What follows belongs to an exercise in optimizing a design on an open flow for a short achievable clock period and few clock cycles; a production flow would make more cautious choices. The RTL was checked by simulation tests, not by an equivalence proof against the original design. No activity file was given, so power comes from the tool's default toggle rates.

## flow/flow/run.sh

```bash
#!/bin/bash
# Layout flow: the standard layout (standard.sh, all steps unchanged), with
# the slow 3- and 4-input OR/NOR cells added to the platform's don't-use list,
# so that synthesis maps the wide ORs of the debug read ports and the rest of
# the logic into faster NAND/NOR/AOI trees. Runs in the work folder; the full
# output of the make run (synthesis and every layout step) goes to
# flow_make.log there, and ORFS's own per-step logs to orfs/logs.
set -euo pipefail
cd "$(dirname "$0")/.."
PLATFORM_DONT_USE="sky130_fd_sc_hd__probe_p_8 sky130_fd_sc_hd__probec_p_8 sky130_fd_sc_hd__lpflow_bleeder_1 sky130_fd_sc_hd__lpflow_clkbufkapwr_1 sky130_fd_sc_hd__lpflow_clkbufkapwr_16 sky130_fd_sc_hd__lpflow_clkbufkapwr_2 sky130_fd_sc_hd__lpflow_clkbufkapwr_4 sky130_fd_sc_hd__lpflow_clkbufkapwr_8 sky130_fd_sc_hd__lpflow_clkinvkapwr_1 sky130_fd_sc_hd__lpflow_clkinvkapwr_16 sky130_fd_sc_hd__lpflow_clkinvkapwr_2 sky130_fd_sc_hd__lpflow_clkinvkapwr_4 sky130_fd_sc_hd__lpflow_clkinvkapwr_8 sky130_fd_sc_hd__lpflow_decapkapwr_12 sky130_fd_sc_hd__lpflow_decapkapwr_3 sky130_fd_sc_hd__lpflow_decapkapwr_4 sky130_fd_sc_hd__lpflow_decapkapwr_6 sky130_fd_sc_hd__lpflow_decapkapwr_8 sky130_fd_sc_hd__lpflow_inputiso0n_1 sky130_fd_sc_hd__lpflow_inputiso0p_1 sky130_fd_sc_hd__lpflow_inputiso1n_1 sky130_fd_sc_hd__lpflow_inputiso1p_1 sky130_fd_sc_hd__lpflow_inputisolatch_1 sky130_fd_sc_hd__lpflow_isobufsrc_1 sky130_fd_sc_hd__lpflow_isobufsrc_16 sky130_fd_sc_hd__lpflow_isobufsrc_2 sky130_fd_sc_hd__lpflow_isobufsrc_4 sky130_fd_sc_hd__lpflow_isobufsrc_8 sky130_fd_sc_hd__lpflow_isobufsrckapwr_16 sky130_fd_sc_hd__lpflow_lsbuf_lh_hl_isowell_tap_1 sky130_fd_sc_hd__lpflow_lsbuf_lh_hl_isowell_tap_2 sky130_fd_sc_hd__lpflow_lsbuf_lh_hl_isowell_tap_4 sky130_fd_sc_hd__lpflow_lsbuf_lh_isowell_4 sky130_fd_sc_hd__lpflow_lsbuf_lh_isowell_tap_1 sky130_fd_sc_hd__lpflow_lsbuf_lh_isowell_tap_2 sky130_fd_sc_hd__lpflow_lsbuf_lh_isowell_tap_4 "
SLOW=""
for c in or4 or4b or4bb nor4 nor4b nor4bb or3 or3b; do
  for s in 1 2 4; do SLOW="$SLOW sky130_fd_sc_hd__${c}_$s"; done
done
{ echo "== config.mk"; cat config.mk; echo "== standard.sh"; cat standard.sh; } > flow_setup.log 2>&1
bash standard.sh "DONT_USE_CELLS=$PLATFORM_DONT_USE $SLOW" finish > flow_make.log 2>&1
test -s out/final.def
```

## flow/standard.sh

```bash
#!/bin/bash
# synth_recipe.tcl (not shown) runs the flow's synth.tcl, then flattens the netlist and writes it again
# the make line also repeats each setting of config.mk as NAME=value (left out here)
make -C /OpenROAD-flow-scripts/flow DESIGN_CONFIG=/design/flow/config.mk WORK_HOME=/design/flow/orfs CLKGATE_MAP_FILE= SYNTH_SCRIPT=/design/flow/synth_recipe.tcl "${@:-finish}"
```

## flow/config.mk

```make
export PLATFORM = sky130hd
export DESIGN_NAME = cpu
export DESIGN_NICKNAME = cpu
export VERILOG_FILES = /design/flow/design.v
export SDC_FILE = /design/flow/constraint.sdc
export NUM_CORES = 4
export LEC_CHECK = 0
export CAP_MARGIN = 20
export CORE_MARGIN = 2
export CORE_UTILIZATION = 40
export PLACE_DENSITY = 0.6
export SETUP_SLACK_MARGIN = 5
export SLEW_MARGIN = 20
```

## flow/constraint.sdc

```tcl
create_clock -name core_clock -period 10.0 [get_ports {clk}]
set_input_delay 2.0000 -clock core_clock [delete_from_list [all_inputs] [get_ports {clk}]]
set_output_delay 2.0000 -clock core_clock [all_outputs]
set_load 0.01 [all_outputs]
```

## flow/design.v

```verilog
module condition (
	input wire [3:0] cond,
	input wire [3:0] flags,
	output reg ok
	);
	wire n = flags[3], z = flags[2], c = flags[1], v = flags[0];
	always @(*) begin
		case (cond)
			4'd0:  ok = z;
			4'd1:  ok = ~z;
			4'd2:  ok = c;
			4'd3:  ok = ~c;
			4'd4:  ok = n;
			4'd5:  ok = ~n;
			4'd6:  ok = v;
			4'd7:  ok = ~v;
			4'd8:  ok = v & ~z;
			4'd9:  ok = ~v & z;
			4'd10: ok = (n == v);
			4'd11: ok = (n != v);
			4'd12: ok = ~z & (n == v);
			4'd13: ok = z & (n != v);
			default: ok = 1'b1;
		endcase
	end
endmodule
module ALU (
	input wire [3:0] op,
	input wire [31:0] a, b, op2,
	output reg [31:0] result,
	output wire [3:0] flags
	);
	wire [32:0] sum = {1'b0, a} + {1'b0, op2};
	wire [32:0] dif = {1'b0, a} - {1'b0, op2};
	wire [31:0] x = a ^ op2;
	wire add_zero = (x == {a[30:0] | op2[30:0], 1'b0});
	wire eq = (x == 32'b0);
	reg c, v, z;
	always @(*) begin
		c = 1'b0; v = 1'b0;
		case (op)
			4'b0001: begin result = x;                  z = eq; end                     
			4'b0010: begin result = dif[31:0];          z = eq;                         
			         c = dif[32]; v = a[31] ^ op2[31]; end
			4'b0100: begin result = sum[31:0];          z = add_zero;                   
			         c = sum[32]; v = (a[31] == op2[31]) & (sum[31] != a[31]); end
			4'b1000: begin result = a & op2;            z = ((a & op2) == 32'b0); end   
			4'b1001: begin result = x;                  z = eq; end                     
			4'b1010: begin result = dif[31:0];          z = eq; end                     
			4'b1100: begin result = a | op2;            z = ((a | op2) == 32'b0); end   
			4'b1101: begin result = b;                  z = (b == 32'b0); end           
			4'b1110: begin result = b & ~a;             z = ((b & ~a) == 32'b0); end    
			4'b1111: begin result = ~b;                 z = (b == 32'hFFFFFFFF); end    
			default: begin result = 32'b0;              z = 1'b1; end                   
		endcase
	end
	assign flags = {result[31], z, c, v};
endmodule
module shifter (
	input wire [4:0] amount,
	input wire [1:0] stype,
	input wire [31:0] data,
	output wire [31:0] out_shift
	);
	wire [63:0] ror_in = {data, data};
	wire [63:0] ror_out = ror_in >> amount;
	assign out_shift = (stype == 2'b00) ? (data << amount) :
	                   (stype == 2'b11) ? ror_out[31:0] :
	                                      (data >> amount);
endmodule
module rotate (
	input wire [3:0] rotate_amount,
	input wire [7:0] value,
	output wire [31:0] out_rotate
	);
	wire [63:0] twice = {24'b0, value, 24'b0, value};
	wire [63:0] shifted = twice >> {rotate_amount, 1'b0};
	assign out_rotate = shifted[31:0];
endmodule
module ksadd (
	input wire [31:0] a, b,
	input wire cin,
	output wire [31:0] s,
	output wire cout
	);
	wire [31:0] p0 = a ^ b;
	wire [31:0] g0 = a & b;
	wire [31:0] g1, p1, g2, p2, g3, p3, g4, p4, g5, p5;
	wire [31:0] gi = {g0[31:1], g0[0] | (p0[0] & cin)};
	genvar i;
	generate for (i = 0; i < 32; i = i + 1) begin : t
		if (i >= 1)  begin assign g1[i] = gi[i] | (p0[i] & gi[i-1]);  assign p1[i] = p0[i] & p0[i-1]; end
		else         begin assign g1[i] = gi[i];                      assign p1[i] = p0[i]; end
		if (i >= 2)  begin assign g2[i] = g1[i] | (p1[i] & g1[i-2]);  assign p2[i] = p1[i] & p1[i-2]; end
		else         begin assign g2[i] = g1[i];                      assign p2[i] = p1[i]; end
		if (i >= 4)  begin assign g3[i] = g2[i] | (p2[i] & g2[i-4]);  assign p3[i] = p2[i] & p2[i-4]; end
		else         begin assign g3[i] = g2[i];                      assign p3[i] = p2[i]; end
		if (i >= 8)  begin assign g4[i] = g3[i] | (p3[i] & g3[i-8]);  assign p4[i] = p3[i] & p3[i-8]; end
		else         begin assign g4[i] = g3[i];                      assign p4[i] = p3[i]; end
		if (i >= 16) begin assign g5[i] = g4[i] | (p4[i] & g4[i-16]); assign p5[i] = p4[i] & p4[i-16]; end
		else         begin assign g5[i] = g4[i];                      assign p5[i] = p4[i]; end
	end endgenerate
	assign s = p0 ^ {g5[30:0], cin};
	assign cout = g5[31];
endmodule
module registers (
	input wire clk,
	input wire wr,
	input wire [3:0] waddr,
	input wire [31:0] wdata,
	input wire [3:0] ra1, ra2, ra3,
	output wire [31:0] rd1, rd2, rd3_old,
	input wire [3:0] dbgAddr,
	output reg [31:0] dbgData
	);
	wire [511:0] flat, flatn;
	genvar i;
	generate for (i = 0; i < 16; i = i + 1) begin : r
		reg [31:0] q, qn;
		always @(posedge clk)
			if (wr && waddr == i) begin
				q <= wdata;
				qn <= ~wdata;
			end
		assign flat[32*i +: 32] = q;
		assign flatn[32*i +: 32] = qn;
	end endgenerate
	assign rd1 = (wr && waddr == ra1) ? wdata : flat[32*ra1 +: 32];
	assign rd2 = (wr && waddr == ra2) ? wdata : flat[32*ra2 +: 32];
	assign rd3_old = flat[32*ra3 +: 32];
	integer k;
	always @(*) begin
		dbgData = 32'b0;
		for (k = 0; k < 16; k = k + 1)
			dbgData = dbgData | ({32{dbgAddr == k}} & ~flatn[32*k +: 32]);
	end
endmodule
module memory (
	input wire clk,
	input wire [4:0] addr,
	input wire [19:0] raddr,      
	input wire [31:0] wdata,
	input wire wr,
	output wire [31:0] rdata,
	input wire [4:0] dbgAddr,
	output reg [7:0] dbgData
	);
	wire [255:0] flat, flatn;
	genvar i;
	generate for (i = 0; i < 32; i = i + 1) begin : b
		reg [7:0] q, qn;
		wire [4:0] d = i - addr;
		always @(posedge clk)
			if (wr && d[4:2] == 3'b0) begin
				q <= wdata[8*d[1:0] +: 8];
				qn <= ~wdata[8*d[1:0] +: 8];
			end
		assign flat[8*i +: 8] = q;
		assign flatn[8*i +: 8] = qn;
	end endgenerate
	assign rdata = {flat[8*raddr[19:15] +: 8], flat[8*raddr[14:10] +: 8], flat[8*raddr[9:5] +: 8], flat[8*raddr[4:0] +: 8]};
	integer k;
	always @(*) begin
		dbgData = 8'b0;
		for (k = 0; k < 32; k = k + 1)
			dbgData = dbgData | ({8{dbgAddr == k}} & ~flatn[8*k +: 8]);
	end
endmodule
module cpu(
	input wire clk,
	input wire nreset,
	output wire [31:0] imem_addr,
	input wire [31:0] imem_data,
	input wire [3:0] dbg_reg_addr,
	output wire [31:0] dbg_reg_data,
	input wire [4:0] dbg_mem_addr,
	output wire [7:0] dbg_mem_data,
	output wire halted
	);
	wire reset = ~nreset;
	wire [31:0] inst = imem_data;
	reg [31:0] pc;
	reg [3:0] flags;           
	wire [31:0] pc_f = reset ? 32'b0 : pc;
	assign imem_addr = pc_f;
	reg [31:0] a2, b2;         
	reg [31:0] op2r;           
	reg [3:0]  op2c;           
	reg        setf2;          
	reg        wdp2;           
	reg        ldr2, str2, byt2;
	reg [3:0]  cond2;
	reg [4:0]  off2, off2_1, off2_2, off2_3;    
	reg        link2;
	reg [31:0] lpc2;
	reg [3:0]  rd2;
	wire [31:0] alu_res;
	wire [3:0]  alu_flags;
	ALU calculation(op2c, a2, b2, op2r, alu_res, alu_flags);
	wire ls_ok;
	condition ls_cond(cond2, flags, ls_ok);
	wire [4:0]  maddr = a2[4:0] + off2;
	wire [19:0] mraddr = {a2[4:0] + off2_3, a2[4:0] + off2_2, a2[4:0] + off2_1, maddr};
	wire [31:0] mword;
	wire        mwr = str2 & ls_ok & nreset;
	memory MEM(clk, maddr, mraddr, byt2 ? {4{b2[7:0]}} : b2, mwr, mword, dbg_mem_addr, dbg_mem_data);
	wire        rwr = (wdp2 | (ldr2 & ls_ok) | link2) & nreset;
	wire [3:0]  rwaddr = link2 ? 4'd14 : rd2;
	wire [31:0] rwdata = link2 ? lpc2 : ldr2 ? (byt2 ? {24'b0, mword[7:0]} : mword) : alu_res;
	wire [3:0] flags_next = setf2 ? alu_flags : flags;
	always @(posedge clk)
		if (reset) flags <= 4'b0;
		else flags <= flags_next;
	wire [1:0] cls = inst[27:26];
	wire dp  = (cls == 2'b00);
	wire ls  = (cls == 2'b01);
	wire br  = inst[27];
	wire [3:0] op = inst[24:21];
	wire [3:0] rn = inst[19:16], rd = inst[15:12], rm = inst[3:0];
	wire        st1 = ls & ~inst[20];
	wire [3:0]  r2 = st1 ? rd : rm;
	wire [31:0] vn, v2, vm_old;
	registers RAM(clk, rwr, rwaddr, rwdata, rn, r2, rm, vn, v2, vm_old, dbg_reg_addr, dbg_reg_data);
	wire shop  = dp & ~inst[25] & ~(op == 4'b1101 | op == 4'b1110 | op == 4'b1111);
	wire stall = shop & rwr & (rwaddr == rm);
	wire [31:0] rot;
	rotate rotating(inst[11:8], inst[7:0], rot);
	wire [31:0] sh_out;
	shifter shifting(inst[11:7], inst[6:5], vm_old, sh_out);
	wire br_ok;
	condition br_cond(inst[31:28], reset ? 4'b0 : flags_next, br_ok);
	wire taken = br & br_ok;
	wire writes_rd = (op == 4'b0001) | (op == 4'b0010) | (op == 4'b0100) | (op == 4'b1000) |
	                 (op == 4'b1100) | (op == 4'b1101) | (op == 4'b1110) | (op == 4'b1111);
	always @(posedge clk) begin
		a2    <= vn;
		b2    <= v2;
		op2r  <= inst[25] ? rot : sh_out;
		op2c  <= op;
		byt2  <= inst[22];
		cond2 <= inst[31:28];
		off2  <= inst[24] ? inst[4:0] : 5'd0;
		off2_1 <= (inst[24] ? inst[4:0] : 5'd0) + 5'd1;
		off2_2 <= (inst[24] ? inst[4:0] : 5'd0) + 5'd2;
		off2_3 <= (inst[24] ? inst[4:0] : 5'd0) + 5'd3;
		lpc2  <= pc_f;
		rd2   <= rd;
		if (stall) begin
			setf2 <= 1'b0; wdp2 <= 1'b0; ldr2 <= 1'b0; str2 <= 1'b0; link2 <= 1'b0;
		end else begin
			setf2 <= dp & inst[20];
			wdp2  <= dp & writes_rd;
			ldr2  <= ls & inst[20];
			str2  <= ls & ~inst[20];
			link2 <= taken & inst[24];
		end
	end
	wire [31:0] target;
	wire        target_c;
	ksadd target_add(pc + 32'd2, {{8{inst[23]}}, inst[23:0]}, 1'b0, target, target_c);
	wire [31:0] target0 = {{8{inst[23]}}, inst[23:0]} + 32'd2;    
	always @(posedge clk)
		if (reset) pc <= taken ? target0 : 32'd1;
		else if (stall) pc <= pc;
		else if (taken) pc <= target;
		else pc <= pc + 32'd1;
	wire busy2 = rwr | mwr | setf2;
	assign halted = (inst == 32'hEAFFFFFE) & ~busy2;
endmodule
```

==> summary.txt, run 1 <==
Setup path
  – Crit-path most repeated cell: buf_12
  – Reg2Reg Setup Slack: 5.02 ns
  – Worst setup SP type: input pin
  – Peak per-stage delay on the critical path: between 0.3 and 0.4 ns
  – Setup crit end kind: primary output
  – Arrival @ worst endpoint: 3.65 ns
  – R2R depth: 9
  – Reg2reg start: a2[0]$_DFF_P_
  – Worst EP required: 8.00 ns
  – Critical Path Fanout Max: 16
  – CP Class: input pin to primary output
  – R2R Path End: RAM.r[13].q[8]$_DFFE_PP_
  – Slowest cell on crit path: o22ai_1
  – CP Cell Sequence: buf_12 -> nor2_4 -> buf_12 -> buf_4 -> nand2_8 -> o22ai_1 -> nor2_1 -> nand4_1 -> buf_2

Job
  – Number of max-cap violations: 0

Synthesis
  – Largest family of logic cells by synthesized area: multiplexers
  – Part of the Yosys area used for sequential elements: 0.539
  – Multiplexer area fraction after synthesis: 0.169
  – Adder-Cell Fraction of Synth Area: 0.0224
  – Net count after synthesis: 7,716
  – Netlist area before placement: 93,500 µm²
  – Main synth FF type: edfxtp_1
  – Yosys cell types: 97
  – Average size of a mapped cell: 12.4 µm²
  – Number of enable flip-flop cells after synthesis: 1,568
  – Cell taking the most area after synthesis: edfxtp_1
  – Synthesis-stage register bit count: ~1,700
  – Post-Synth Simple-Gate Area: 0.109
  – XOR/XNOR share of the synthesized area: 0.0177
  – Syn Inst Count: 7,510
  – Top cells by area, synth: edfxtp_1, mux4_2, nand2_1, dfxtp_1, o22ai_1
  – Ys async rst share: 0
  – Yosys warns: 5
  – Synth top area share: 0.504
  – Synth Area in Compound Gates: 0.111

Timing
  – Slew of the pin with the lowest slew margin: 1.25 ns
  – FMAX: 177 MHz
  – Final period utilization: 0.565
  – Fin. Hold Viols: 0
  – Setup slack after layout: 4.35 ns
  – Clock Skew: 0.0562 ns
  – # setup viols final: 0
  – RSZ-0062 raised after global routing: true
  – Total negative setup slack: 0 ns
  – Fin. max-slew vios: 0
  – Crit path time final: 5.65 ns
  – Slew headroom: 0.160

Power
  – Clock share of power: 0.329
  – Leakage: 38.4 nW
  – Design Power: 22.1 mW
  – Comb power frac: 0.270
  – Power per Cell Area: 198 nW/µm²
  – Sw Share: 0.329
  – Internal power: 14.8 mW
  – Seq pwr share: 0.401
  – Largest vdd supply drop: 0.182 mV
  – Sw power: 7.27 mW

Floorplan
  – Initial Util: 0.402
  – Die area: between 200,000 and 250,000 µm²
  – Row cnt: 177
  – Die Height: 487 µm
  – Die extent in x: around 490 µm
  – # IOs: 116
  – Core area: 233,000 µm²

Clocking
  – CTS tree: built
  – Max H-tree Level: 4
  – Worst-Skew Late Latency: roughly 0.89 ns
  – CTS Sinks: 1,735
  – Root buffer cell: clkbuf_16
  – CTS max path bufs: 3
  – Clk slew on worst S/H paths: 0.07 ns
  – Num CTS Buffers: 186

GRT
  – Largest net degree at the start of global routing: 186
  – Grt ovf: 0
  – Vias in the first global route: 70,212
  – GRT Util Overall: 0.319
  – First-pass GRT wire length: 541,000 µm
  – Initial antenna violation count: 19

Layout
  – Commonest cells after routing, fill and taps aside: edfxtp_1, nand2_1, mux4_2
  – Register Area: 50,400 µm²
  – Multi-input logic area: 43,300 µm²
  – Most common cell after layout, fill and taps aside: edfxtp_1
  – Layout fillers: 19,873
  – Layout cells sized above 1: 0.253
  – Layout area overhead: 19.4%
  – # nets final: between 7,000 and 8,000

Run status
  – Status: finished clean

Worst hold path
  – Hold path depth: 1
  – Worst Hold End: lpc2[31]$_DFF_P_
  – Hold Crit Start: pc[31]$_DFFE_PP_
  – Hold Path Class: register to register

Drt
  – WL per Instance: roughly 35 µm
  – Drt pass-1 iters: 6
  – DRT Wirelength: 390,000 µm
  – DR iter-0 viols: 11,396
  – Vias after detailed routing: around 74,000
  – Drc violations: 0
  – Vias per cell: roughly 6.7
  – Final antenna-violating net count: 0

Place
  – Global placer's final weighted congestion: 0.982
  – DPL Wire Length: about 240,000 µm
  – Port Buf Inserts: 115
  – Pre-CTS setup slack: 2.69 ns
[how the worst max path moves through the flow]
| stage | to | depth (start not counted) | from | slack [ns] |
|---|---|---|---|---|
| floorplan | RAM.r[7].q[0]$_DFFE_PP_ | 5 | nreset | 4.01 |
| CTS | dbg_reg_data[17] | 11 | dbg_reg_addr[1] | 4.45 |
| global placement | dbg_mem_data[5] | 7 | dbg_mem_addr[1] | 2.79 |
| finish | dbg_reg_data[6] | 9 | dbg_reg_addr[0] | 4.35 |
| detailed placement | dbg_mem_data[5] | 7 | dbg_mem_addr[1] | 2.69 |
| global route | dbg_reg_data[6] | 7 | dbg_reg_addr[3] | 4.39 |
[worst max-delay path: cells and delay by family]
kind | cells | cell delay, ns
AND/OR/NAND/NOR | 4 | 0.71
buffers and inverters | 4 | 0.62
AO/OA/AOI/OAI | 1 | 0.31
[power by group through the flow]
stage                     clock, mW  sequential [mW]  combinational, mW
after floorplan                   0             8.83               3.27
after global placement            0             8.98               5.36
after detailed placement          0             8.98               5.40
after CTS                      7.27             8.83               5.70
after global routing           7.55             8.84               6.18
final                          7.25             8.85               5.96
[flip-flops by register name (all words and copies together), names as in the netlist]
signal,count
RAM.r.qn,512
op2c,4
wdp2,1
rd2,4
off2,4
off2_2,5
a2,32
op2r,32
off2_1,4
str2,1
RAM.r.q,512
b2,32
MEM.b.qn,256
flags,4
MEM.b.q,256
off2_3,5
link2,1
lpc2,32
setf2,1
ldr2,1
pc,32
cond2,4
[cell families after synthesis]
kind of cell | after synthesis
muxes | 834
and+or+nand+nor | 2305
xor gates and xnor gates | 189
buffers and inverters | 750
DFF | 1735
AOI/OAI and AO/OA | 1534
adders and majority gates | 163
[routing by layer]
layer / vias up / GRT usage / share of wire
li1: 29977 / - / -
met1: 37255 / 0.431 / 0.37
met2: 5611 / 0.484 / 0.44
met3: 1167 / 0.0698 / 0.12
met4: 8 / 0.164 / 0.064
met5: - / 0 / 0.00016
[cell type report]
| type | instances | share of cell area |
|---|---|---|
| Sequential cell | 1735 | 0.452 |
| Multi-Input combinational cell | 5043 | 0.388 |
| Timing Repair Buffer | 602 | 0.0619 |
| Clock buffer | 216 | 0.0438 |
| Tap cell | 3043 | 0.0341 |
| Clock inverter | 131 | 0.0132 |
| Inverter | 205 | 0.00730 |
| Antenna cell | 9 | 0.000202 |
| Timing Repair inverter | 1 | 0.0000672 |
[what timing repair did]
item	4_1_cts	5_1_grt
setup endpoints to repair	1173	629
gates resized for setup	814	188
setup buffers	179	67
pin swaps	158	101
hold buffers	0	0
cloned	50	3
[cells in the mapped netlist (all sizes together) (9+ instances only)]
master and number:
a2111oi 13, a211oi 32, a21o 40, a21oi 217, a221o 17, a221oi 30
a22oi 15, a311o 28, a311oi 84, a31oi 37, and2 52, and3 60
buf 153, clkbuf 392, dfxtp 167, edfxtp 1568, ha 156, inv 203
mux2 81, mux2i 165, mux4 588, nand2 972, nand2b 38, nand3 383
nand4 104, nor2 487, nor2b 33, nor3 135, nor3b 11, o2111ai 9
o211ai 53, o21a 33, o21ai 328, o21bai 18, o221ai 68, o22a 37
o22ai 362, o311ai 13, o31ai 25, or2 12, xnor2 100, xor2 89
[stage by stage]
step	cell area [µm²]	std cells	hold slack, ns	util
floorplan	93900	7510	0.589	-
global placement	98800	10328	0.691	0.425
detailed placement	98800	10328	0.700	0.425
CTS	110000	10904	0.669	0.473
global route	112000	10978	0.702	0.480
finish	112000	10985	0.673	0.480
Testbench counts, summed over its fixed seeds: cycles 74,777.
==> run 2, diff against run 1 <==
--- a/flow/config.mk
+++ b/flow/config.mk
@@ -8,6 +8,6 @@
 export CAP_MARGIN = 20
 export CORE_MARGIN = 2
 export CORE_UTILIZATION = 40
-export PLACE_DENSITY = 0.6
+export PLACE_DENSITY = 0.75
 export SETUP_SLACK_MARGIN = 5
 export SLEW_MARGIN = 20
==> summary.txt, run 2 <==
Floorplan
  – # IOs: 116 (unchanged)
  – Core area: 233,000 µm² (unchanged)
  – Die Height: 487 µm (unchanged)
  – Initial Util: 0.402 (unchanged)
  – Row cnt: 177 (unchanged)
  – Die extent in x: 487 µm (unchanged)
  – Die area: 238,000 µm² (unchanged)

Synthesis
  – Syn Inst Count: 7,510 (unchanged)
  – Yosys warns: 5 (unchanged)
  – Part of the Yosys area used for sequential elements: 0.539 (unchanged)
  – Number of enable flip-flop cells after synthesis: 1,568 (unchanged)
  – Netlist area before placement: 93,500 µm² (unchanged)
  – Top cells by area, synth: edfxtp_1, mux4_2, nand2_1, dfxtp_1, o22ai_1
  – Most common cell in the netlist: edfxtp_1
  – Net count after synthesis: 7,716 (unchanged)
  – Yosys cell types: 97 (unchanged)
  – Cell taking the most area after synthesis: edfxtp_1
  – Most common library cells after synthesis: edfxtp_1, nand2_1, mux4_2
  – Synthesis-stage register bit count: 1,735 (unchanged)
  – Average size of a mapped cell: 12.4 µm² (unchanged)
  – Ys async rst share: 0 (unchanged)
  – Main synth FF type: edfxtp_1
  – Synth top area share: 0.504 (unchanged)

Setup path
  – Buffer and inverter count on the worst path: 2 (-2)
  – Critical Path Fanout Max: 8 (-8)
  – Peak per-stage delay on the critical path: 0.32 ns (about the same)
  – Setup crit end kind: primary output
  – CP Cell Sequence: buf_8 -> and2_4 -> nand2_8 -> o22a_1 -> o221ai_2 -> nor3_1 -> nand4_1 -> buf_2
  – Slowest cell on crit path: o22a_1
  – Delay-heaviest family, CP: simple AND/OR/NAND/NOR gates
  – Worst setup SP type: input pin
  – Arrival @ worst endpoint: 3.73 ns (+0.08 ns)
  – Worst EP required: 8.00 ns (about the same)
  – CP Class: input pin to primary output

Timing
  – Crit path time final: 5.73 ns (+0.0834 ns)
  – Fin. Hold Viols: 0 (unchanged)
  – Slew of the pin with the lowest slew margin: 1.29 ns (+0.0387 ns)
  – FMAX: 174 MHz (-1.5%)
  – Final period utilization: 0.573 (+0.00833)
  – Slew headroom: 0.138 (-0.0223)
  – RSZ-0062 raised after global routing: true
  – Total negative setup slack: 0 ns (unchanged)
  – Fin. max-slew vios: 0 (unchanged)
  – # setup viols final: 0 (unchanged)
  – Clock Skew: 0.110 ns (+0.0540 ns)

Clocking
  – CTS Hold Buffers Added: 0 (unchanged)
  – Clk slew on worst S/H paths: 0.06 ns (about the same)
  – Worst-Skew Late Latency: 0.92 ns (+0.03 ns)
  – CTS max path bufs: 3 (unchanged)
  – CTS Sinks: 1,735 (unchanged)
  – Num CTS Buffers: 179 (-3.8%)
  – Max H-tree Level: 4 (unchanged)
  – CTS tree: built
  – Root buffer cell: clkbuf_16

Drt
  – Vias per cell: 6.96 (+3.2%)
  – DR iter-0 viols: 14,454 (+27%)
  – Vias after detailed routing: 75,486 (+2.0%)
  – Final antenna-violating net count: 0 (unchanged)
  – Drt pass-1 iters: 10 (+4)
  – Drc violations: 0 (unchanged)
  – WL per Instance: 34.8 µm (-2.0%)
  – DRT Wirelength: 377,000 µm (-3.1%)

Job
  – Number of max-cap violations: 0 (unchanged)

Layout
  – Most common cell after layout, fill and taps aside: edfxtp_1
  – # nets final: 7,863 (-1.5%)
  – Finished layout cell area: 110,000 µm² (-1.4%)
  – Layout cells sized above 1: 0.239 (-0.0143)
  – Commonest cells after routing, fill and taps aside: edfxtp_1, nand2_1, mux4_2
  – Layout fillers: 19,526 (-1.7%)
  – Largest regs: RAM.r.q (512), RAM.r.qn (512)
  – Layout area overhead: 17.7%

Power
  – Largest vdd supply drop: 0.181 mV (-0.42%)
  – Leakage: 37.6 nW (-2.1%)
  – Design Power: 21.4 mW (-3.1%)
  – Power per Cell Area: 194 nW/µm² (-1.7%)

GRT
  – Largest net degree at the start of global routing: 143 (-23%)
  – GRT Util Overall: 0.302 (-0.0169)
  – Grt ovf: 0 (unchanged)
  – Initial antenna violation count: 19 (unchanged)
  – First-pass GRT wire length: 521,000 µm (-3.7%)
  – Vias in the first global route: 72,317 (+3.0%)

Worst hold path
  – Hold Path Class: register to register

Place
  – Post-DP Area: 98,600 µm² (-0.17%)
  – Port Buf Inserts: 115 (unchanged)
  – Global placer's final weighted congestion: 1.04 (+5.4%)
  – DPL Wire Length: 221,000 µm (-6.4%)

Run status
  – Status: finished clean
==> run 2: layout make-up <==
class | count | area, µm² | share of cell area
well taps | 3043 | 3810 | 0.0346
multi-input cells | 5031 | 43100 | 0.391
repair buffers | 505 | 6060 | 0.0550
clock inverters | 98 | 1050 | 0.00950
diodes | 9 | 22.5 | 0.000205
clock buffers | 227 | 4800 | 0.0436
flip-flops and latches | 1735 | 50400 | 0.458
inverters | 205 | 801 | 0.00728
==> run 2: worst paths after layout <==
| check | slack [ns] | start | cells past startpoint | end |
|---|---|---|---|---|
| setup reg to reg | 4.94 | a2[0]$_DFF_P_ | 11 | MEM.b[26].q[2]$_DFFE_PP_ |
| setup / recovery | 4.27 | dbg_mem_addr[0] | 8 | dbg_mem_data[3] |
| hold reg to reg | 0.67 | pc[29]$_DFFE_PP_ | 1 | lpc2[29]$_DFF_P_ |
| hold / removal | 0.67 | pc[29]$_DFFE_PP_ | 1 | lpc2[29]$_DFF_P_ |
==> run 2: metal layers <==
layer,GRT usage,share of wire
met1,0.375,0.33
met2,0.456,0.43
met3,0.0939,0.15
met4,0.197,0.087
met5,0,0.00033
==> run 2: cells by family after synthesis <==
| family | share of synthesized area |
|---|---|
| simple gates | 0.109 |
| flops | 0.539 |
| compound gates | 0.111 |
| mux | 0.169 |
| buf+inv | 0.0314 |
| xor+xnor | 0.0177 |
| fa+ha+maj | 0.0224 |
==> run 2: metrics by stage <==
stage	hold slack [ns]	utilization	setup slack (ns)	std cells
2_1_floorplan	0.589	-	4.01	7510
3_3_place_gp	0.643	0.424	2.84	10300
3_5_place_dp	0.657	0.424	2.78	10300
4_1_cts	0.670	0.465	4.50	10773
5_1_grt	0.676	0.473	4.11	10846
6_report	0.669	0.473	4.27	10853
==> run 2: repair_timing <==
action,4_1_cts,5_1_grt
gates resized for setup,743,232
gates cloned,37,11
endpoints found under the setup margin,1134,494
buffers inserted,111,59
pin swaps,111,109
==> run 2: where the power goes <==
part	switching, mW	internal, mW	leakage, nW
sequential	0.269	8.59	15.5
clock	3.08	3.66	2.83
combinational	3.79	2.01	19.2
total	7.13	14.3	37.6
==> run 3, diff against run 2 <==
--- a/flow/config.mk
+++ b/flow/config.mk
@@ -8,6 +8,6 @@
 export CAP_MARGIN = 20
 export CORE_MARGIN = 2
 export CORE_UTILIZATION = 40
-export PLACE_DENSITY = 0.75
+export PLACE_DENSITY = 0.68
 export SETUP_SLACK_MARGIN = 5
 export SLEW_MARGIN = 20
==> summary.txt, run 3 <==
Worst hold path
  – Hold Crit Start: pc[30]$_DFFE_PP_
  – Hold Path Class: register to register
  – Hold path depth: 1 (unchanged)
  – Worst Hold End: lpc2[30]$_DFF_P_

Synthesis
  – Synth top area share: 0.504 (unchanged)
  – Netlist area before placement: 93,500 µm² (unchanged)
  – Most common library cells after synthesis: edfxtp_1, nand2_1, mux4_2
  – Yosys cell types: 97 (unchanged)
  – Top cells by area, synth: edfxtp_1, mux4_2, nand2_1, dfxtp_1, o22ai_1
  – Part of the Yosys area used for sequential elements: 0.539 (unchanged)
  – Syn Inst Count: 7,510 (unchanged)
  – Most common cell in the netlist: edfxtp_1
  – Main synth FF type: edfxtp_1
  – Synthesis-stage register bit count: 1,735 (unchanged)
  – Cell taking the most area after synthesis: edfxtp_1
  – Net count after synthesis: 7,716 (unchanged)
  – Average size of a mapped cell: 12.4 µm² (unchanged)
  – Yosys warns: 5 (unchanged)
  – Number of enable flip-flop cells after synthesis: 1,568 (unchanged)
  – Ys async rst share: 0 (unchanged)

Place
  – Port Buf Inserts: 115 (unchanged)
  – Global placer's final weighted congestion: 1.04 (about the same)
  – Pre-CTS setup slack: 2.70 ns (-0.0795 ns)
  – DPL Wire Length: 223,000 µm (+0.73%)

Setup path
  – R2R Path End: pc[21]$_DFFE_PP_
  – Reg2Reg Setup Slack: 4.98 ns (+0.04 ns)
  – Reg2reg start: op2r[8]$_DFF_P_
  – CP Class: input pin to primary output
  – Setup crit end kind: primary output
  – Worst EP required: 8.00 ns (about the same)
  – Critical Path Fanout Max: 6 (-2)
  – R2R depth: 16 (+5)
  – Worst setup SP type: input pin
  – Arrival @ worst endpoint: 3.85 ns (+0.12 ns)

Clocking
  – Num CTS Buffers: 173 (-3.4%)
  – CTS tree: built
  – Worst-Skew Late Latency: 0.90 ns (-0.02 ns)
  – CTS Hold Buffers Added: 0 (unchanged)
  – CTS max path bufs: 3 (unchanged)
  – Clk slew on worst S/H paths: 0.08 ns (+0.02 ns)
  – CTS Sinks: 1,735 (unchanged)
  – Max H-tree Level: 4 (unchanged)
  – Root buffer cell: clkbuf_16

Layout
  – Core Util, Final: 0.475 (+0.00154)
  – # nets final: 7,898 (+0.45%)
  – Commonest cells after routing, fill and taps aside: edfxtp_1, nand2_1, mux4_2
  – Layout cells sized above 1: 0.241 (+0.00175)
  – Most common cell after layout, fill and taps aside: edfxtp_1
  – Layout area overhead: 18.1%
  – Largest regs: RAM.r.q (512), RAM.r.qn (512)

Timing
  – RSZ-0062 raised after global routing: true
  – Fin. max-slew vios: 0 (unchanged)
  – Crit path time final: 5.85 ns (+0.115 ns)
  – # setup viols final: 0 (unchanged)
  – Slew of the pin with the lowest slew margin: 1.22 ns (-0.0729 ns)
  – FMAX: 171 MHz (-2.0%)
  – Final period utilization: 0.585 (+0.0115)
  – Setup slack after layout: 4.15 ns (-0.115 ns)
  – Slew headroom: 0.187 (+0.0489)
  – Total negative setup slack: 0 ns (unchanged)
  – Clock Skew: 0.130 ns (+0.0199 ns)
  – Fin. Hold Viols: 0 (unchanged)

GRT
  – Largest net degree at the start of global routing: 173 (+21%)
  – First-pass GRT wire length: 520,000 µm (-0.32%)
  – Grt ovf: 0 (unchanged)
  – Initial antenna violation count: 16 (-3)
  – Vias in the first global route: 70,949 (-1.9%)
  – GRT Util Overall: 0.302 (about the same)

Drt
  – Drt pass-1 iters: 10 (unchanged)
  – Final antenna-violating net count: 0 (unchanged)
  – Drc violations: 0 (unchanged)
  – DRT Wirelength: 376,000 µm (-0.39%)
  – Vias per cell: 6.84 (-1.7%)
  – Vias after detailed routing: 74,450 (-1.4%)
  – WL per Instance: 34.5 µm (-0.73%)
  – DR iter-0 viols: 13,791 (-4.6%)

Power
  – Largest vdd supply drop: 0.166 mV (-8.1%)
  – Power per Cell Area: 195 nW/µm² (+0.21%)
  – Leakage: 37.7 nW (+0.21%)

Floorplan
  – Die area: 238,000 µm² (unchanged)
  – # IOs: 116 (unchanged)
  – Row cnt: 177 (unchanged)
  – Core area: 233,000 µm² (unchanged)
  – Initial Util: 0.402 (unchanged)
  – Die extent in x: 487 µm (unchanged)
  – Die Height: 487 µm (unchanged)

Run status
  – Status: finished clean

Job
  – Number of max-cap violations: 0 (unchanged)
-- run 3: cell counts after synthesis --
No cell type changed its count.
-- run 3: logic make-up after synthesis --
kind of cell / share of synthesized area
flip-flops: 0.539
AO/OA/AOI/OAI: 0.111
XOR/XNOR: 0.0177
AND/OR/NAND/NOR: 0.109
adder cells (fa/ha/maj): 0.0224
multiplexers: 0.169
buffers and inverters: 0.0314
-- run 3: metrics by stage --
step	hold slack (ns)	area, µm²	cells	total power, mW
after floorplan	0.589	93900	7510	12.1
after global placement	0.676	98700	10310	14.2
after detailed placement	0.687	98700	10310	14.2
after CTS	0.683	109000	10808	21.1
after global routing	0.711	110000	10884	22.0
final	0.690	110000	10890	21.5
-- run 3: worst max-delay path by stage --
stage | startpoint | endpoint | slack [ns]
2_1_floorplan | nreset | RAM.r[7].q[0]$_DFFE_PP_ | 4.01
6_report | dbg_reg_addr[3] | dbg_reg_data[30] | 4.15
3_3_place_gp | dbg_mem_addr[0] | dbg_mem_data[4] | 2.81
5_1_grt | dbg_reg_addr[3] | dbg_reg_data[30] | 4.16
4_1_cts | dbg_mem_addr[4] | dbg_mem_data[5] | 4.49
3_5_place_dp | dbg_mem_addr[0] | dbg_mem_data[4] | 2.70
-- run 3: area by class of cell --
type / count / area (µm²)
antenna: 7 / 17.5
clock buffer: 218 / 4570
clock inverter: 105 / 1400
fill: 19669 / 122000
inverter: 205 / 806
multi-input combinational: 5042 / 43200
sequential: 1735 / 50400
tap: 3043 / 3810
timing repair buffer: 535 / 6200
-- run 3: worst max-delay path, stage by stage --
cell,delay (ns)
buf_12,0.11
nor2b_4,0.13
buf_12,0.12
buf_12,0.12
nand2_8,0.12
buf_16,0.16
o22ai_1,0.13
nor2_1,0.21
nand4_1,0.42
buf_2,0.30
-- run 3: timing repair --
action | in CTS | in global routing
setup buffers | 132 | 65
pin swaps | 138 | 116
endpoints found under the setup margin | 1251 | 405
cloned | 43 | 10
resized for setup | 747 | 214
endpoints found under the hold margin | 0 | 0
-- run 3: per-layer routing --
layer	vias to the layer above	wire length, µm	GRT usage
met1	36640	129000	0.382
li1	29782	-	-
met5	-	301	0
met2	6495	166000	0.465
met3	1519	51900	0.0805
met4	14	28700	0.184
-- run 3: power by group --
group / switching (mW) / internal [mW] / leakage [nW]
registers: 0.269 / 8.59 / 15.5
clock network: 3.03 / 3.82 / 2.87
logic: 3.78 / 2.01 / 19.3
total: 7.08 / 14.4 / 37.7
==> run 4, diff against run 3 <==
--- a/flow/config.mk
+++ b/flow/config.mk
@@ -7,7 +7,7 @@
 export LEC_CHECK = 0
 export CAP_MARGIN = 20
 export CORE_MARGIN = 2
-export CORE_UTILIZATION = 40
-export PLACE_DENSITY = 0.68
+export CORE_UTILIZATION = 55
+export PLACE_DENSITY = 0.72
 export SETUP_SLACK_MARGIN = 5
 export SLEW_MARGIN = 20
==> summary.txt, run 4 <==
Power
  – Comb power frac: 0.271 (+0.002)
  – Largest vdd supply drop: 0.164 mV (-1.7%)
  – Power per Cell Area: 198 nW/µm² (+1.8%)
  – Sw power: 7.27 mW (+2.6%)
  – Clock share of power: 0.326 (+0.007)
  – Seq pwr share: 0.404 (-0.008)
  – Sw Share: 0.332 (+0.00253)
  – Leakage: 38.2 nW (+1.5%)
  – Internal power: 14.6 mW (+1.5%)
  – Design Power: 21.9 mW (+1.9%)

Layout
  – Commonest cells after routing, fill and taps aside: edfxtp_1, nand2_1, mux4_2
  – Register Area: 50,400 µm² (about the same)
  – Largest regs: RAM.r.q (512), RAM.r.qn (512)
  – Layout area overhead: 18.2%
  – Final Non-Filler Cells: 10,131 (-7.0%)
  – # nets final: 7,958 (+0.76%)
  – Layout fillers: 11,630 (-41%)
  – Most common cell after layout, fill and taps aside: edfxtp_1
  – Multi-input logic area: 43,500 µm² (+0.72%)
  – Layout cells sized above 1: 0.250 (+0.00956)

Setup path
  – Slowest cell on crit path: nand4_1
  – R2R Path End: RAM.r[2].q[18]$_DFFE_PP_
  – Delay-heaviest family, CP: simple AND/OR/NAND/NOR gates
  – Crit-path most repeated cell: buf_12
  – Setup crit end kind: primary output
  – Worst setup SP type: input pin
  – Arrival @ worst endpoint: 3.80 ns (-0.05 ns)
  – Critical Path Fanout Max: 6 (unchanged)
  – CP Class: input pin to primary output
  – Reg2Reg Setup Slack: 4.90 ns (-0.08 ns)
  – Worst EP required: 8.00 ns (about the same)
  – Reg2reg start: a2[0]$_DFF_P_
  – CP Cell Sequence: buf_12 -> nor2b_4 -> buf_6 -> nand3_4 -> buf_12 -> o22ai_1 -> nor2_1 -> nand4_1 -> buf_2
  – Peak per-stage delay on the critical path: 0.47 ns (+0.05 ns)
  – Buffer and inverter count on the worst path: 4 (-1)
  – R2R depth: 16 (unchanged)

Timing
  – # setup viols final: 0 (unchanged)
  – RSZ-0062 raised after global routing: true
  – Fin. Hold Viols: 0 (unchanged)
  – Total negative setup slack: 0 ns (unchanged)
  – Hold_ws: 0.636 ns (-0.0536 ns)
  – Slew of the pin with the lowest slew margin: 1.20 ns (-0.0195 ns)
  – Fin. max-slew vios: 0 (unchanged)
  – Clock Skew: 0.0938 ns (-0.0363 ns)
  – Slew headroom: 0.202 (+0.0147)
  – Final period utilization: 0.580 (-0.00424)
  – Crit path time final: 5.80 ns (-0.0424 ns)
  – FMAX: 172 MHz (+0.73%)

Drt
  – Vias per cell: 7.58 (+11%)
  – Post-route met1 wirelength: 126,000 µm (-1.9%)
  – Vias after detailed routing: 76,783 (+3.1%)
  – Drt pass-1 iters: 15 (+5)
  – DRT Wirelength: 384,000 µm (+2.0%)
  – DR iter-0 viols: 15,233 (+10%)
  – Final antenna-violating net count: 0 (unchanged)
  – WL per Instance: 37.9 µm (+9.7%)
  – Met3 wire len: 63,200 µm (+22%)
  – Highest metal used: met5
  – Drc violations: 0 (unchanged)
  – Met2 WL: 162,000 µm (-2.2%)

Synthesis
  – Synth top area share: 0.504 (unchanged)
  – Yosys cell types: 97 (unchanged)
  – Cell taking the most area after synthesis: edfxtp_1
  – Synthesis-stage register bit count: 1,735 (unchanged)
  – Netlist area before placement: 93,500 µm² (unchanged)
  – Yosys warns: 5 (unchanged)
  – Most common cell in the netlist: edfxtp_1
  – Top cells by area, synth: edfxtp_1, mux4_2, nand2_1, dfxtp_1, o22ai_1
  – Average size of a mapped cell: 12.4 µm² (unchanged)
  – Syn Inst Count: 7,510 (unchanged)
  – Ys async rst share: 0 (unchanged)
  – Most common library cells after synthesis: edfxtp_1, nand2_1, mux4_2
  – Part of the Yosys area used for sequential elements: 0.539 (unchanged)
  – Main synth FF type: edfxtp_1
  – Net count after synthesis: 7,716 (unchanged)
  – Number of enable flip-flop cells after synthesis: 1,568 (unchanged)

Job
  – Number of max-cap violations: 0 (unchanged)

Clocking
  – CTS tree: built
  – CTS Sinks: 1,735 (unchanged)
  – CTS max path bufs: 3 (unchanged)
  – CTS Hold Buffers Added: 0 (unchanged)
  – Worst-Skew Late Latency: 0.88 ns (-0.02 ns)
  – Num CTS Buffers: 176 (+1.7%)
  – Root buffer cell: clkbuf_16
  – Max H-tree Level: 4 (unchanged)
  – Clk slew on worst S/H paths: 0.06 ns (-0.02 ns)

Floorplan
  – # IOs: 116 (unchanged)
  – Die area: 173,000 µm² (-27%)
  – Die Height: 416 µm (-15%)
  – Initial Util: 0.553 (+0.151)
  – Core area: 169,000 µm² (-27%)
  – Row cnt: 151 (-15%)
  – Die extent in x: 416 µm (-15%)

Place
  – Port Buf Inserts: 115 (unchanged)
  – DP Cell Count: 9,486 (-8.0%)
  – Global placer's final weighted congestion: 1.02 (-2.0%)
  – DPL Wire Length: 217,000 µm (-2.4%)

Worst hold path
  – Hold path depth: 1 (unchanged)
  – Hold Crit Start: pc[30]$_DFFE_PP_
  – Hold Path Class: register to register
  – Worst Hold End: lpc2[30]$_DFF_P_

Run status
  – Status: finished clean

GRT
  – Vias in the first global route: 72,023 (+1.5%)
  – Grt ovf: 0 (unchanged)
  – First-pass GRT wire length: 524,000 µm (+0.72%)
  – Largest net degree at the start of global routing: 196 (+13%)
  – GRT Util Overall: 0.422 (+0.119)
  – Initial antenna violation count: 17 (+1)
## run 4: worst max path at each step
| stage | cells after the start | startpoint | end | slack (ns) |
|---|---|---|---|---|
| 2_1_floorplan | 5 | nreset | RAM.r[7].q[0]$_DFFE_PP_ | 4.01 |
| 3_3_place_gp | 7 | dbg_reg_addr[0] | dbg_reg_data[31] | 2.73 |
| 3_5_place_dp | 7 | dbg_reg_addr[0] | dbg_reg_data[31] | 2.58 |
| 4_1_cts | 9 | dbg_mem_addr[4] | dbg_mem_data[2] | 4.51 |
| 5_1_grt | 13 | dbg_reg_addr[3] | dbg_reg_data[1] | 4.19 |
| 6_report | 9 | dbg_reg_addr[0] | dbg_reg_data[8] | 4.20 |
## run 4: timing repair
action / in CTS / in global routing
pin swaps: 120 / 139
cloned: 50 / 10
buffers inserted: 141 / 104
endpoints found under the setup margin: 1271 / 559
resized for setup: 743 / 271
## run 4: final cells by class
type | count | area share
clock inverter | 119 | 0.0137
timing repair inverter | 2 | 0.000136
timing repair buffer | 588 | 0.0620
antenna | 9 | 0.000204
tap | 2218 | 0.0251
multi-input combinational | 5044 | 0.393
sequential | 1735 | 0.456
inverter | 205 | 0.00743
clock buffer | 211 | 0.0419
## run 4: metal layers
layer,vias to the layer above,track usage
li1,29932,-
met1,37037,0.549
met2,7882,0.611
met3,1918,0.139
met4,14,0.268
met5,-,0
## run 4: cell families after synthesis
group,count (synthesis),share of synthesized area
buffers and inverters,750,0.0314
AND/OR/NAND/NOR,2305,0.109
adder cells (fa/ha/maj),163,0.0224
XOR/XNOR,189,0.0177
multiplexers,834,0.169
AO/OA/AOI/OAI,1534,0.111
flip-flops,1735,0.539
## run 4: metrics by stage
step | setup slack, ns | util | cell area [µm²]
floorplan | 4.01 | - | 93900
global placement | 2.73 | 0.577 | 97600
detailed placement | 2.58 | 0.578 | 97800
CTS | 4.51 | 0.640 | 108000
global route | 4.19 | 0.654 | 111000
finish | 4.20 | 0.654 | 111000
## run 4: power by group through the flow
stage | combinational, mW | clock (mW) | sequential, mW
after floorplan | 3.27 | 0 | 8.83
after global placement | 5.19 | 0 | 8.97
after detailed placement | 5.26 | 0 | 8.97
after CTS | 5.50 | 6.97 | 8.82
after global routing | 6.06 | 7.34 | 8.84
final | 5.93 | 7.13 | 8.84
==> run 5, diff against run 4 <==
--- a/flow/config.mk
+++ b/flow/config.mk
@@ -7,7 +7,7 @@
 export LEC_CHECK = 0
 export CAP_MARGIN = 20
 export CORE_MARGIN = 2
-export CORE_UTILIZATION = 55
-export PLACE_DENSITY = 0.72
+export CORE_UTILIZATION = 33
+export PLACE_DENSITY = 0.66
 export SETUP_SLACK_MARGIN = 5
 export SLEW_MARGIN = 20
==> summary.txt, run 5 <==
Clocking
  – Root buffer cell: clkbuf_16
  – Worst-Skew Late Latency: 0.94 ns (+0.06 ns)
  – CTS tree: built
  – Max H-tree Level: 4 (unchanged)
  – Clk slew on worst S/H paths: 0.07 ns (about the same)
  – CTS Sinks: 1,735 (unchanged)
  – CTS max path bufs: 4 (+1)
  – Num CTS Buffers: 182 (+3.4%)
  – CTS Hold Buffers Added: 0 (unchanged)

Floorplan
  – Row cnt: 195 (+29%)
  – Die extent in x: 536 µm (+29%)
  – Initial Util: 0.331 (-0.221)
  – # IOs: 116 (unchanged)
  – Core area: 282,000 µm² (+67%)
  – Die area: 288,000 µm² (+66%)
  – Die Height: 536 µm (+29%)

Synthesis
  – Ys async rst share: 0 (unchanged)
  – Yosys cell types: 97 (unchanged)
  – Part of the Yosys area used for sequential elements: 0.539 (unchanged)
  – Most common cell in the netlist: edfxtp_1
  – Synth top area share: 0.504 (unchanged)
  – Synthesis-stage register bit count: 1,735 (unchanged)
  – Netlist area before placement: 93,500 µm² (unchanged)
  – Number of enable flip-flop cells after synthesis: 1,568 (unchanged)
  – Net count after synthesis: 7,716 (unchanged)
  – Most common library cells after synthesis: edfxtp_1, nand2_1, mux4_2
  – Average size of a mapped cell: 12.4 µm² (unchanged)
  – Top cells by area, synth: edfxtp_1, mux4_2, nand2_1, dfxtp_1, o22ai_1
  – Cell taking the most area after synthesis: edfxtp_1
  – Yosys warns: 5 (unchanged)
  – Main synth FF type: edfxtp_1
  – Syn Inst Count: 7,510 (unchanged)

Power
  – Power per Cell Area: 195 nW/µm² (-1.5%)
  – Design Power: 21.9 mW (-0.15%)
  – Largest vdd supply drop: 0.146 mV (-11%)
  – Leakage: 38.2 nW (about the same)

Setup path
  – CP Class: input pin to primary output
  – Reg2Reg Setup Slack: 5.00 ns (+0.10 ns)
  – R2R Path End: a2[22]$_DFF_P_
  – Critical Path Fanout Max: 8 (+2)
  – Arrival @ worst endpoint: 3.63 ns (-0.17 ns)
  – Reg2reg start: a2[1]$_DFF_P_
  – R2R depth: 15 (-1)
  – Worst EP required: 8.00 ns (about the same)
  – Setup crit end kind: primary output
  – Worst setup SP type: input pin

Worst hold path
  – Hold path depth: 1 (unchanged)
  – Hold Path Class: register to register
  – Worst Hold End: lpc2[13]$_DFF_P_
  – Hold Crit Start: pc[13]$_DFFE_PP_

Timing
  – # setup viols final: 0 (unchanged)
  – FMAX: 178 MHz (+3.0%)
  – Total negative setup slack: 0 ns (unchanged)
  – Crit path time final: 5.63 ns (-0.172 ns)
  – Clock Skew: 0.158 ns (+0.0643 ns)
  – RSZ-0062 raised after global routing: true
  – Fin. max-slew vios: 0 (unchanged)
  – Final period utilization: 0.563 (-0.0172)
  – Fin. Hold Viols: 0 (unchanged)
  – Hold_ws: 0.726 ns (+0.0898 ns)
  – Slew headroom: 0.185 (-0.0165)
  – Slew of the pin with the lowest slew margin: 1.22 ns (+0.0219 ns)

Layout
  – Multi-input logic area: 43,000 µm² (-1.0%)
  – Layout cells sized above 1: 0.250 (-0.000411)
  – Register Area: 50,400 µm² (about the same)
  – Finished layout cell area: 112,000 µm² (+1.4%)
  – # nets final: 7,984 (+0.33%)
  – Layout fillers: 25,745 (+120%)
  – Layout area overhead: 19.9%
  – Largest regs: RAM.r.q (512), RAM.r.qn (512)
  – Final Non-Filler Cells: 11,673 (+15%)
  – Commonest cells after routing, fill and taps aside: edfxtp_1, nand2_1, mux4_2
  – Most common cell after layout, fill and taps aside: edfxtp_1

GRT
  – First-pass GRT wire length: 523,000 µm (-0.12%)
  – Vias in the first global route: 71,039 (-1.4%)
  – GRT Util Overall: 0.249 (-0.172)
  – Grt ovf: 0 (unchanged)
  – Largest net degree at the start of global routing: 154 (-21%)
  – Initial antenna violation count: 17 (unchanged)

Place
  – Global placer's final weighted congestion: 1.02 (about the same)
  – DP Cell Count: 11,017 (+16%)
  – Post-DP Area: 99,600 µm² (+1.9%)
  – Port Buf Inserts: 115 (unchanged)
  – DPL Wire Length: 230,000 µm (+6.0%)

Job
  – Number of max-cap violations: 0 (unchanged)

Drt
  – Drt pass-1 iters: 8 (-7)
  – Vias per cell: 6.34 (-16%)
  – Drc violations: 0 (unchanged)
  – DR iter-0 viols: 11,436 (-25%)
  – WL per Instance: 32.3 µm (-15%)
  – DRT Wirelength: 377,000 µm (-1.6%)
  – Final antenna-violating net count: 0 (unchanged)
  – Vias after detailed routing: 74,058 (-3.5%)

Run status
  – Status: finished clean
-- run 5: cell type report --
type                       instances  share of cell area
antenna                           13            0.000290
clock buffer                     224              0.0435
clock inverter                    99              0.0113
inverter                         205             0.00728
multi-input combinational       5035               0.384
sequential                      1735               0.450
tap                             3743              0.0418
timing repair buffer             619              0.0619
-- run 5: stage by stage --
step            util  worst slack (ns)
4_1_cts        0.390              4.43
3_3_place_gp   0.353              2.74
3_5_place_dp   0.353              2.69
5_1_grt        0.397              4.39
2_1_floorplan      -              4.01
6_report       0.397              4.37
-- run 5: how the worst max path moves through the flow --
stage                         start                      end  slack (ns)  cells after the start
global placement    dbg_reg_addr[2]         dbg_reg_data[21]        2.74                      8
detailed placement  dbg_reg_addr[3]         dbg_reg_data[27]        2.69                      7
finish              dbg_mem_addr[3]          dbg_mem_data[5]        4.37                      9
CTS                 dbg_reg_addr[0]         dbg_reg_data[17]        4.43                     10
global route        dbg_reg_addr[3]         dbg_reg_data[26]        4.39                      8
floorplan                    nreset  RAM.r[7].q[0]$_DFFE_PP_        4.01                      5
-- run 5: cells by family after synthesis --
kind of cell             Yosys count  synth area share
AND/OR/NAND/NOR                 2305             0.109
flip-flops                      1735             0.539
AO/OA/AOI/OAI                   1534             0.111
multiplexers                     834             0.169
buffers and inverters            750            0.0314
XOR/XNOR                         189            0.0177
adder cells (fa/ha/maj)          163            0.0224
-- run 5: repair_timing --
item                                    CTS  global route
buffers inserted                        176            99
pin swaps                               121           111
cloned                                   34            11
gates resized for setup                 743           226
endpoints found under the setup margin  967           484
-- run 5: where the power goes --
part / leakage, nW / total [mW] / switching, mW / internal (mW)
combinational: 19.7 / 5.86 / 3.80 / 2.06
clock: 2.98 / 7.17 / 3.01 / 4.17
sequential: 15.5 / 8.84 / 0.252 / 8.59
total: 38.2 / 21.9 / 7.05 / 14.8
-- run 5: metal layers --
metal | track usage | wire length [µm] | vias up
met3 | 0.0628 | 46700 | 1438
met5 | 0 | 94 | -
met4 | 0.159 | 29200 | 16
met2 | 0.394 | 171000 | 5900
met1 | 0.304 | 130000 | 36721
li1 | - | - | 29983
-- run 5: worst max-delay path, cell delays in order --
cell and delay, ns:
buf_12 0.12, and3b_4 0.22, buf_12 0.14, nand2_8 0.10, o22a_1 0.14, o221ai_1 0.10, nor3_1 0.28, nand4_1 0.29
buf_2 0.24
==> run 6, diff against run 5 <==
--- a/flow/config.mk
+++ b/flow/config.mk
@@ -7,7 +7,8 @@
 export LEC_CHECK = 0
 export CAP_MARGIN = 20
 export CORE_MARGIN = 2
-export CORE_UTILIZATION = 33
-export PLACE_DENSITY = 0.66
+export CORE_UTILIZATION = 40
+export GPL_ROUTABILITY_DRIVEN = 0
+export PLACE_DENSITY = 0.6
 export SETUP_SLACK_MARGIN = 5
 export SLEW_MARGIN = 20
==> summary.txt, run 6 <==
Run status
  – Status: finished clean

Power
  – Power per Cell Area: 198 nW/µm² (+1.6%)
  – Leakage: 38.4 nW (+0.47%)
  – Seq pwr share: 0.399 (-0.005)
  – Sw Share: 0.326 (+0.00345)
  – Design Power: 22.1 mW (+1.3%)
  – Sw power: 7.22 mW (+2.4%)
  – Largest vdd supply drop: 0.164 mV (+13%)
  – Internal power: 14.9 mW (+0.76%)
  – Clock share of power: 0.331 (+0.003)
  – Comb power frac: 0.269 (about the same)

Setup path
  – Buffer and inverter count on the worst path: 5 (+2)
  – Setup crit end kind: primary output
  – Peak per-stage delay on the critical path: 0.25 ns (-0.04 ns)
  – CP Class: input pin to primary output
  – Critical Path Fanout Max: 8 (unchanged)
  – Worst EP required: 8.00 ns (about the same)
  – Arrival @ worst endpoint: 3.63 ns (about the same)
  – CP Cell Sequence: buf_8 -> and2_4 -> buf_12 -> nand2_8 -> buf_4 -> buf_4 -> o221ai_1 -> nor3_1 -> nand4_1 -> buf_2
  – Delay-heaviest family, CP: simple AND/OR/NAND/NOR gates
  – Crit-path most repeated cell: buf_4
  – Worst setup SP type: input pin
  – Slowest cell on crit path: nand4_1

Clocking
  – CTS Hold Buffers Added: 0 (unchanged)
  – Worst-Skew Late Latency: 0.89 ns (-0.05 ns)
  – Num CTS Buffers: 189 (+3.8%)
  – Clk slew on worst S/H paths: 0.06 ns (about the same)
  – CTS Sinks: 1,735 (unchanged)
  – Max H-tree Level: 4 (unchanged)
  – Root buffer cell: clkbuf_16
  – CTS tree: built
  – CTS max path bufs: 3 (-1)

Floorplan
  – Die extent in x: 487 µm (-9.1%)
  – Die area: 238,000 µm² (-17%)
  – Initial Util: 0.402 (+0.0706)
  – Die Height: 487 µm (-9.1%)
  – Core area: 233,000 µm² (-18%)
  – # IOs: 116 (unchanged)
  – Row cnt: 177 (-9.2%)

Drt
  – DRT Wirelength: 378,000 µm (+0.15%)
  – Drc violations: 0 (unchanged)
  – DR iter-0 viols: 12,171 (+6.4%)
  – Vias after detailed routing: 74,492 (+0.59%)
  – Final antenna-violating net count: 0 (unchanged)
  – WL per Instance: 34.5 µm (+6.6%)
  – Vias per cell: 6.79 (+7.1%)
  – Drt pass-1 iters: 9 (+1)

Synthesis
  – Part of the Yosys area used for sequential elements: 0.539 (unchanged)
  – Number of enable flip-flop cells after synthesis: 1,568 (unchanged)
  – Yosys cell types: 97 (unchanged)
  – Average size of a mapped cell: 12.4 µm² (unchanged)
  – Net count after synthesis: 7,716 (unchanged)
  – Cell taking the most area after synthesis: edfxtp_1
  – Yosys warns: 5 (unchanged)
  – Most common cell in the netlist: edfxtp_1
  – Ys async rst share: 0 (unchanged)
  – Synthesis-stage register bit count: 1,735 (unchanged)
  – Most common library cells after synthesis: edfxtp_1, nand2_1, mux4_2
  – Netlist area before placement: 93,500 µm² (unchanged)
  – Main synth FF type: edfxtp_1
  – Syn Inst Count: 7,510 (unchanged)
  – Synth top area share: 0.504 (unchanged)
  – Top cells by area, synth: edfxtp_1, mux4_2, nand2_1, dfxtp_1, o22ai_1

GRT
  – Largest net degree at the start of global routing: 169 (+9.7%)
  – Vias in the first global route: 70,895 (-0.20%)
  – First-pass GRT wire length: 526,000 µm (+0.55%)
  – Grt ovf: 0 (unchanged)
  – Initial antenna violation count: 25 (+8)
  – GRT Util Overall: 0.307 (+0.0576)

Place
  – DPL Wire Length: 222,000 µm (-3.5%)
  – Port Buf Inserts: 115 (unchanged)

Timing
  – Fin. Hold Viols: 0 (unchanged)
  – Slew of the pin with the lowest slew margin: 1.26 ns (+0.0409 ns)
  – Final period utilization: 0.563 (about the same)
  – Total negative setup slack: 0 ns (unchanged)
  – Fin. max-slew vios: 0 (unchanged)
  – RSZ-0062 raised after global routing: true
  – Clock Skew: 0.0758 ns (-0.0823 ns)
  – # setup viols final: 0 (unchanged)
  – Slew headroom: 0.155 (-0.0299)
  – FMAX: 178 MHz (about the same)
  – Crit path time final: 5.63 ns (-0.00252 ns)

Worst hold path
  – Hold Path Class: register to register

Layout
  – Core Util, Final: 0.481 (+0.0832)
  – Largest regs: RAM.r.q (512), RAM.r.qn (512)
  – Layout area overhead: 19.5%
  – Most common cell after layout, fill and taps aside: edfxtp_1
  – Layout cells sized above 1: 0.254 (+0.00366)
  – Layout fillers: 19,896 (-23%)
  – Commonest cells after routing, fill and taps aside: edfxtp_1, nand2_1, mux4_2
  – # nets final: 7,960 (-0.30%)

Job
  – Number of max-cap violations: 0 (unchanged)
[run 6: cell counts after synthesis]
Identical to the previous run, type by type.
[run 6: cells by family (layout without fill, tap and decap cells)]
group	count (synthesis)	count (layout)	share of synthesized area
mux	834	834	0.169
compound gates	1534	1536	0.111
simple gates	2305	2325	0.109
fa+ha+maj	163	163	0.0224
flops	1735	1735	0.539
other cells	0	5	0
xor+xnor	189	189	0.0177
buf+inv	750	1135	0.0314
[run 6: metal layers]
layer,up-vias,share of wire,GRT usage
met3,1393,0.13,0.0759
li1,29945,-,-
met1,37048,0.36,0.395
met5,-,0.00018,0
met4,10,0.076,0.193
met2,6096,0.44,0.465
[run 6: worst paths after layout]
check | start | end | slack (ns) | depth (start not counted)
max | dbg_mem_addr[1] | dbg_mem_data[4] | 4.37 | 10
max reg2reg | a2[2]$_DFF_P_ | RAM.r[14].q[20]$_DFFE_PP_ | 5.02 | 14
min | pc[13]$_DFFE_PP_ | lpc2[13]$_DFF_P_ | 0.66 | 1
min reg2reg | pc[13]$_DFFE_PP_ | lpc2[13]$_DFF_P_ | 0.66 | 1
[run 6: power by group through the flow]
stage	logic, mW	clock network, mW	registers [mW]
after CTS	5.63	7.36	8.82
after detailed placement	5.31	0	8.98
final	5.96	7.34	8.85
after global placement	5.25	0	8.97
after floorplan	3.27	0	8.83
after global routing	6.15	7.66	8.84
[run 6: cell type report]
type / instances / area (µm²) / share of cell area
antenna: 5 / 12.5 / 0.000112
sequential: 1735 / 50400 / 0.451
multi-input combinational: 5047 / 43500 / 0.389
clock inverter: 128 / 1550 / 0.0138
timing repair inverter: 1 / 7.51 / 0.0000672
timing repair buffer: 575 / 6660 / 0.0596
inverter: 205 / 825 / 0.00738
tap: 3043 / 3810 / 0.0341
clock buffer: 226 / 4960 / 0.0444
[run 6: what timing repair did]
action                      CTS  global route
cloned                       51             9
setup endpoints to repair  1139           506
pin swaps                   153           100
resized for setup           790           201
buffers inserted            158            64
[run 6: metrics by stage]
stage                     worst slack, ns  instance area, µm²  hold slack, ns  instances
after floorplan                      4.01               93900           0.589       7510
after global placement               2.77               98700           0.687      10323
after detailed placement             2.67               98700           0.695      10323
after CTS                            4.45              110000           0.658      10886
after global routing                 4.34              112000           0.675      10962
final                                4.37              112000           0.663      10965

-- port drivers added, routing unchanged --
Ports are ideal in the flow. The routed layouts listed here were re-timed in OpenROAD. Step 1: set_driving_cell puts a clkbuf_16 on clk and a buf_2 on each other input, an assumption about the parent block. Step 2 also shifts input and output timing later by t, the mid clock arrival at the registers, as if the neighbouring blocks saw the same clock. Three values: ideal ports, drivers, drivers and shift; two values: the first two.
run	shift t [ns]	slack for setup (ns)	worst setup path after step 2	pins driven straight from the clock port
run 1	0.943	4.351 / 4.285 / 3.801	input to register	1
run 2	0.948	4.268 / 4.223 / 3.782	input to register	1
run 3	0.926	4.153 / 4.102 / 3.920	input to register	1
run 4	0.923	4.195 / 4.132 / 3.911	input to register	1
run 5	0.955	4.367 / 4.280 / 3.896	input to register	1
run 6	0.950	4.370 / 4.332 / 4.028	input to register	1
After both steps every run listed still meets setup and hold. The setup slack of run 1, which loses most, moves by -0.066 ns with the drivers and by -0.550 ns with both steps.
